This is an optimization exercise on Yosys and OpenROAD, whose aim is small area, not a production implementation.
Only simulation tests tie the RTL to the original design; equivalence was not proved.
The flow treats the clock pin as an ideal source, which a real chip does not have.
Power and IR drop assume default switching activity.

north:
## top_nexys_a7
module top_nexys_a7 (
    input  logic       clock,
    input  logic       reset,
    input  logic       hx711_data_in,
    output logic       hx711_sclk_out,
    output logic [5:0] states_led,
    output logic [7:0] DDP,
    output logic [7:0] AN
);
clock: 40.0 ns
lec_check: 0
cap_margin: 20
core_margin: 2
core_utilization: 40
slew_margin: 20
standard.sh (not shown) runs the stock make flow with config.mk's settings and CLKGATE_MAP_FILE= SYNTH_SCRIPT=/design/flow/synth_recipe.tcl, a recipe that flattens the netlist after the stock synthesis.
==> flow/flow/run.sh <==
#!/bin/bash
# Standard layout (standard synthesis unchanged), with these layout options:
# ABC's buffers are removed and combinational cells set to their lowest drive
# after floorplan (placement's repair_design fixes slew/cap), output port
# buffers use buf_1, and the clock tree uses clkbuf_8 without dummy loads.
set -uo pipefail
bash standard.sh \
  REMOVE_ABC_BUFFERS=1 \
  "POST_FLOORPLAN_TCL=$PWD/flow/post_fp.tcl" \
  DONT_BUFFER_PORTS=1 \
  "PRE_GLOBAL_PLACE_TCL=$PWD/flow/pre_gpl.tcl" \
  "CTS_ARGS=-sink_clustering_enable -repair_clock_nets -buf_list sky130_fd_sc_hd__clkbuf_8 -dont_use_dummy_load" \
  finish > flow_make.log 2>&1
status=$?
cp -r orfs/logs flow_logs 2>/dev/null || true
exit $status
==> flow/flow/post_fp.tcl <==
# After floorplan (ABC's buffers already removed): set every combinational cell
# to its lowest drive strength; the placement step's repair_design then fixes
# any slew or capacitance violation.
set n 0
foreach inst [get_cells *] {
  set m [get_property $inst ref_name]
  if {[regexp {^sky130_fd_sc_hd__(df|edf|sdf|dl|tap|fill|decap|conb|clk|lpflow|probe)} $m]} { continue }
  if {![regexp {^(sky130_fd_sc_hd__.+)_([0-9]+)$} $m -> base drv]} { continue }
  foreach d {0 1 2} {
    if {$d >= $drv} { break }
    set cand [get_lib_cells -quiet ${base}_$d]
    if {[llength $cand] > 0} {
      replace_cell $inst [lindex $cand 0]
      incr n
      break
    }
  }
}
puts "post_fp: downsized $n cells"
==> flow/flow/pre_gpl.tcl <==
# Port buffering in place of the standard step (DONT_BUFFER_PORTS=1):
# every input and output port still gets a buffer; outputs use buf_1.
buffer_ports -inputs
buffer_ports -outputs -buffer_cell sky130_fd_sc_hd__buf_1
Inputs modified between north and south:
==> flow/flow/run.sh <==
#!/bin/bash
# Standard layout (standard synthesis unchanged), with two layout options:
# output port buffers use buf_1, and the clock tree uses clkbuf_8 without
# dummy loads.
set -uo pipefail
bash standard.sh \
  DONT_BUFFER_PORTS=1 \
  "PRE_GLOBAL_PLACE_TCL=$PWD/flow/pre_gpl.tcl" \
  "CTS_ARGS=-sink_clustering_enable -repair_clock_nets -buf_list sky130_fd_sc_hd__clkbuf_8 -dont_use_dummy_load" \
  finish > flow_make.log 2>&1
status=$?
cp -r orfs/logs flow_logs 2>/dev/null || true
exit $status
removed: flow/flow/post_fp.tcl
[summary]
- Taking north as the reference, in south final critical path time including I/O delays and setup went down, highest clock rate went up, count of sequential standard cells did not really move, number of nets in the final layout did not really move.
- north → south: final critical-path share of the clock period lost 1.4 points; largest fanout on the critical path increased 12; area of all placed cells without fillers was more or less identical.
- No stage failed in south, and the final checks on the layout all came back clean.

---

== v44 ==
Another version of the RTL of top_nexys_a7 (not shown whole).
For scale: roughly 9400 um2 of cells after synthesis.
==> flow/design.v (excerpt) <==
module top_nexys_a7 (
    input  logic       clock,
    input  logic       reset,
    input  logic       hx711_data_in,
    output logic       hx711_sclk_out,
    output logic [5:0] states_led,
    output logic [7:0] DDP,
    output logic [7:0] AN
);
    logic ce;
    logic sync1, sync2;
    always_ff @(posedge clock)
        if (ce) begin
            sync1 <= hx711_data_in;
            sync2 <= sync1;
        end
    logic [23:0] si;
    logic        done, last_phase;
    hx711driver inst_hx711_driver (
        .clk(clock), .reset(reset), .ce(ce), .hx711_in(sync2),
        .dout(si), .hx711_done_tick(done), .sclk(hx711_sclk_out), .last_phase(last_phase));
    logic tick;
    assign tick = done & ~ce;
    localparam logic [2:0] ST_IDLE = 3'd0, ST_S1 = 3'd1, ST_S2 = 3'd2, ST_S3 = 3'd3,
                           ST_PREP = 3'd4, ST_DIV = 3'd5, ST_UPD = 3'd6, ST_CLN = 3'd7;
    logic [2:0]  state;
    logic [16:0] timer;         
    logic [28:0] acc;           
    logic        sn;            
    logic [4:0]  cnt;           
    logic [1:0]  outl;          
    logic [23:0] om;            
    logic        sgn;           
    logic        zero;          
    logic        led;
    logic [4:0]  rem;           
    logic [4:0]  pv;            
    logic        pflag;         
    assign rem   = timer[10:6];
    assign pv    = timer[15:11];
    assign pflag = timer[16];
    logic tmax;                 
    assign tmax = timer[16] & timer[15] & timer[10] & timer[9] & timer[7]
                & timer[4] & timer[3] & timer[2] & timer[1] & timer[0];
    logic in_idle, in_smp, in_s3, in_prep, in_div, in_upd, in_cln;
    assign in_idle = (state == ST_IDLE);
    assign in_smp  = (state == ST_S1) | (state == ST_S2) | (state == ST_S3);
    assign in_s3   = (state == ST_S3);
    assign in_prep = (state == ST_PREP);
    assign in_div  = (state == ST_DIV);
    assign in_upd  = (state == ST_UPD);
    assign in_cln  = (state == ST_CLN);
    logic cnt_nz;
    assign cnt_nz = |cnt;
    logic [24:0] diff;
  ...
==> flow/config.mk <==
export PLATFORM = sky130hd
export DESIGN_NAME = top_nexys_a7
export DESIGN_NICKNAME = top_nexys_a7
export VERILOG_FILES = /design/flow/design.v
export SDC_FILE = /design/flow/constraint.sdc
export NUM_CORES = 4
export LEC_CHECK = 0
export CAP_MARGIN = 20
export CORE_MARGIN = 2
export CORE_UTILIZATION = 60
export SLEW_MARGIN = 20
==> flow/constraint.sdc <==
create_clock -name core_clock -period 40.0 [get_ports {clock}]
set_input_delay 8.0000 -clock core_clock [delete_from_list [all_inputs] [get_ports {clock}]]
set_output_delay 8.0000 -clock core_clock [all_outputs]
set_load 0.01 [all_outputs]
==> flow/flow/run.sh <==
#!/bin/bash
# Standard layout (standard synthesis unchanged), with two layout options:
# output port buffers use buf_1, and the clock tree uses clkbuf_8 without
# dummy loads.
set -uo pipefail
bash standard.sh \
  DONT_BUFFER_PORTS=1 \
  "PRE_GLOBAL_PLACE_TCL=$PWD/flow/pre_gpl.tcl" \
  "CTS_ARGS=-sink_clustering_enable -repair_clock_nets -buf_list {sky130_fd_sc_hd__clkbuf_4 sky130_fd_sc_hd__clkbuf_8} -dont_use_dummy_load" \
  finish > flow_make.log 2>&1
status=$?
cp -r orfs/logs flow_logs 2>/dev/null || true
exit $status
Scripts as last shown in full above: flow/flow/pre_gpl.tcl
v44 closes out successfully: all stages finished, all timing, DRC and antenna checks passed.
Input changes introduced in v15 (baseline for comparison: v44):
==> flow/flow/run.sh <==
#!/bin/bash
# Standard layout (standard synthesis unchanged), with two layout options:
# output port buffers use buf_1, and the clock tree uses clkbuf_8 without
# dummy loads.
set -uo pipefail
bash standard.sh \
  DONT_BUFFER_PORTS=1 \
  "PRE_GLOBAL_PLACE_TCL=$PWD/flow/pre_gpl.tcl" \
  "POST_CTS_TCL=$PWD/flow/post_cts.tcl" \
  "CTS_ARGS=-sink_clustering_enable -repair_clock_nets -buf_list sky130_fd_sc_hd__clkbuf_4 -dont_use_dummy_load" \
  finish > flow_make.log 2>&1
status=$?
cp -r orfs/logs flow_logs 2>/dev/null || true
exit $status
==> flow/flow/post_cts.tcl (new file) <==
# The clock tree is built from clkbuf_4; any clock buffer driving 10 or more
# pins (the root and the fuller leaves) is then set to clkbuf_8, so that every
# flip-flop clock pin keeps a fast slew, and the placement legalised again.
set big [get_lib_cells sky130_fd_sc_hd__clkbuf_8]
set n 0
foreach inst [get_cells clkbuf_*] {
  if {[get_property $inst ref_name] ne "sky130_fd_sc_hd__clkbuf_4"} { continue }
  set out [get_pins -of_objects $inst -filter "direction==output"]
  set fo [llength [get_pins -of_objects [get_nets -of_objects $out] -filter "direction==input"]]
  if {$fo >= 10} {
    replace_cell $inst $big
    incr n
  }
}
puts "post_cts: $n clock buffers set to clkbuf_8"
detailed_placement
check_placement -verbose
[summary]
The flow did not stop early for v15: all stages ran, and the layout cleared the timing, design-rule and antenna checks.
On total power, v44 loses to v15.
Relative area of clock buffers and inverters in the final design: v15 and v44 compared, lower one is v15
On post-route DRC violation count, v15 tracks v44 almost exactly.
In the reports for v15 and v44, the smaller clock network fraction of design power belongs to v15.
v44 → v15: minimum clock period climbed 0.039 ns, flop-to-flop setup slack dropped 0.04 ns.
The global-route wire length before repair of v15 exceeds that of v44 by 0.33%.
~same worst hold slack in v15 and v44
The final reports for v15 and v44 show final area lower in the former.
--- input diff v15..v16 ---
==> flow/flow/run.sh <==
#!/bin/bash
# Standard layout (standard synthesis unchanged), with two layout options:
# output port buffers use buf_1, and the clock tree uses clkbuf_8 without
# dummy loads.
set -uo pipefail
bash standard.sh \
  DONT_BUFFER_PORTS=1 \
  "PRE_GLOBAL_PLACE_TCL=$PWD/flow/pre_gpl.tcl" \
  "CTS_ARGS=-sink_clustering_enable -repair_clock_nets -buf_list sky130_fd_sc_hd__clkbuf_8 -dont_use_dummy_load" \
  finish > flow_make.log 2>&1
status=$?
cp -r orfs/logs flow_logs 2>/dev/null || true
exit $status
removed: flow/flow/post_cts.tcl
==> comparison <==
In the metrics for v16 and v15, the one carrying the higher area growth from synthesis to final layout is v16. Taking v15 as the reference, in v16 fraction of power consumed by the clock network went up 2.1 points, sum of internal, switching and leakage power went up about 3.2%. Global-route wire length before repair (v16 over v15): decrease, 100 um. For wire length, v16 and v15 come out practically identical.
Input-level comparison between v55 and v16:
==> flow/flow/run.sh <==
#!/bin/bash
# Standard layout (standard synthesis unchanged), with these layout options:
# output port buffers use buf_1 (pre_gpl.tcl); the clock tree is built from
# clkbuf_4 without dummy loads, and clock buffers driving 10 or more pins are
# then set to clkbuf_8 (post_cts.tcl). Each tool's full log stays under
# orfs/logs (copied to flow_logs); make's own output goes to flow_make.log.
set -uo pipefail
bash standard.sh \
  DONT_BUFFER_PORTS=1 \
  "PRE_GLOBAL_PLACE_TCL=$PWD/flow/pre_gpl.tcl" \
  "POST_CTS_TCL=$PWD/flow/post_cts.tcl" \
  "CTS_ARGS=-sink_clustering_enable -repair_clock_nets -buf_list sky130_fd_sc_hd__clkbuf_4 -dont_use_dummy_load" \
  finish > flow_make.log 2>&1
status=$?
cp -r orfs/logs flow_logs 2>/dev/null || true
exit $status
==> flow/flow/post_cts.tcl (new file) <==
# The clock tree is built from clkbuf_4; any clock buffer driving 10 or more
# pins (the root and the fuller leaves) is then set to clkbuf_8, so that every
# flip-flop clock pin keeps a fast slew, and the placement legalised again.
set big [get_lib_cells sky130_fd_sc_hd__clkbuf_8]
set n 0
foreach inst [get_cells clkbuf_*] {
  if {[get_property $inst ref_name] ne "sky130_fd_sc_hd__clkbuf_4"} { continue }
  set out [get_pins -of_objects $inst -filter "direction==output"]
  set fo [llength [get_pins -of_objects [get_nets -of_objects $out] -filter "direction==input"]]
  if {$fo >= 12} {
    replace_cell $inst $big
    incr n
  }
}
puts "post_cts: $n clock buffers set to clkbuf_8"
detailed_placement
check_placement -verbose
-- flow/config.mk --
<<< v16, line 8
export CAP_MARGIN = 20
export CORE_MARGIN = 2
export CORE_UTILIZATION = 60
export SLEW_MARGIN = 20
>>> v55, line 8
export CAP_MARGIN = 20
export CORE_MARGIN = 2
export CORE_UTILIZATION = 75
export SLEW_MARGIN = 20
Compared with v16, v55 shows a chip height that is 10% lower. Compare v55 and v16 | critical path depth lower: v55. In v55 the clock transition time at the flip-flop clock pins of the worst setup and hold paths turned out 0.02 ns lower than in v16. v55 and v16 ended up with nearly the same routed wire length.
--- input diff v55..v36 ---
-- flow/flow/post_cts.tcl --
<<< v55, line 8
  set out [get_pins -of_objects $inst -filter "direction==output"]
  set fo [llength [get_pins -of_objects [get_nets -of_objects $out] -filter "direction==input"]]
  if {$fo >= 12} {
    replace_cell $inst $big
    incr n
>>> v36, line 8
  set out [get_pins -of_objects $inst -filter "direction==output"]
  set fo [llength [get_pins -of_objects [get_nets -of_objects $out] -filter "direction==input"]]
  if {$fo >= 10} {
    replace_cell $inst $big
    incr n
-- flow/config.mk --
<<< v55, line 6
export NUM_CORES = 4
export LEC_CHECK = 0
export CAP_MARGIN = 20
export CORE_MARGIN = 2
export CORE_UTILIZATION = 75
export SLEW_MARGIN = 20
>>> v36, line 6
export NUM_CORES = 4
export LEC_CHECK = 0
export CAP_MARGIN = 0
export CORE_MARGIN = 2
export CORE_UTILIZATION = 60
export SLEW_MARGIN = 0
Findings:
Routed wire length on met3 in v36 is 150 um lower than in v55. Fmax in v36 vs v55: up about 0.8%. Diff v55 -> v36 | maximum net fanout on the critical path | increase of 15. ~same net switching power in v36 and v55. Delta (v36 minus v55): static power due to leakage comparable; area taken by multi-input logic gates ~0 delta; CTS clock-pin slew for the worst setup and hold paths shows an increase of 0.02 ns; post-placement worst setup slack went up 0.082 ns.

-- static timing again, ports no longer ideal --
Ports are ideal in the flow. The routed layouts listed here were re-timed in OpenROAD. Step 1 sets driving cells, clkbuf_16 on the clock port and buf_2 on the other inputs (assumed; they add their load-dependent delay and slew). Step 2 also shifts input and output timing later by t, the mid clock arrival at the registers, as if the neighbouring blocks saw the same clock. Slacks: ideal ports / drivers / drivers and shift; pairs: ideal ports / drivers.
run	t (ns)	slack for setup (ns)	clock arrival spread, ns	slew at the worst register clock pin (ns)	cell pins on the clock port's net
north	0.493	15.499 / 15.499 / 15.499	0.041 / 0.041	0.11 / 0.11	1
south	0.488	16.063 / 16.063 / 16.063	0.032 / 0.033	0.09 / 0.09	1
v44	0.486	15.844 / 15.821 / 15.821	0.031 / 0.031	0.10 / 0.10	1
v15	0.467	15.805 / 15.782 / 15.782	0.031 / 0.031	0.10 / 0.10	1
v16	0.486	15.844 / 15.821 / 15.821	0.031 / 0.031	0.10 / 0.10	1
v55	0.482	15.620 / 15.595 / 15.595	0.036 / 0.036	0.12 / 0.12	1
v36	0.465	15.804 / 15.780 / 15.780	0.031 / 0.031	0.10 / 0.10	1
After both steps every run listed still meets setup and hold. The setup slack of v55, which loses most, moves by -0.025 ns with the drivers and by -0.025 ns with both steps.
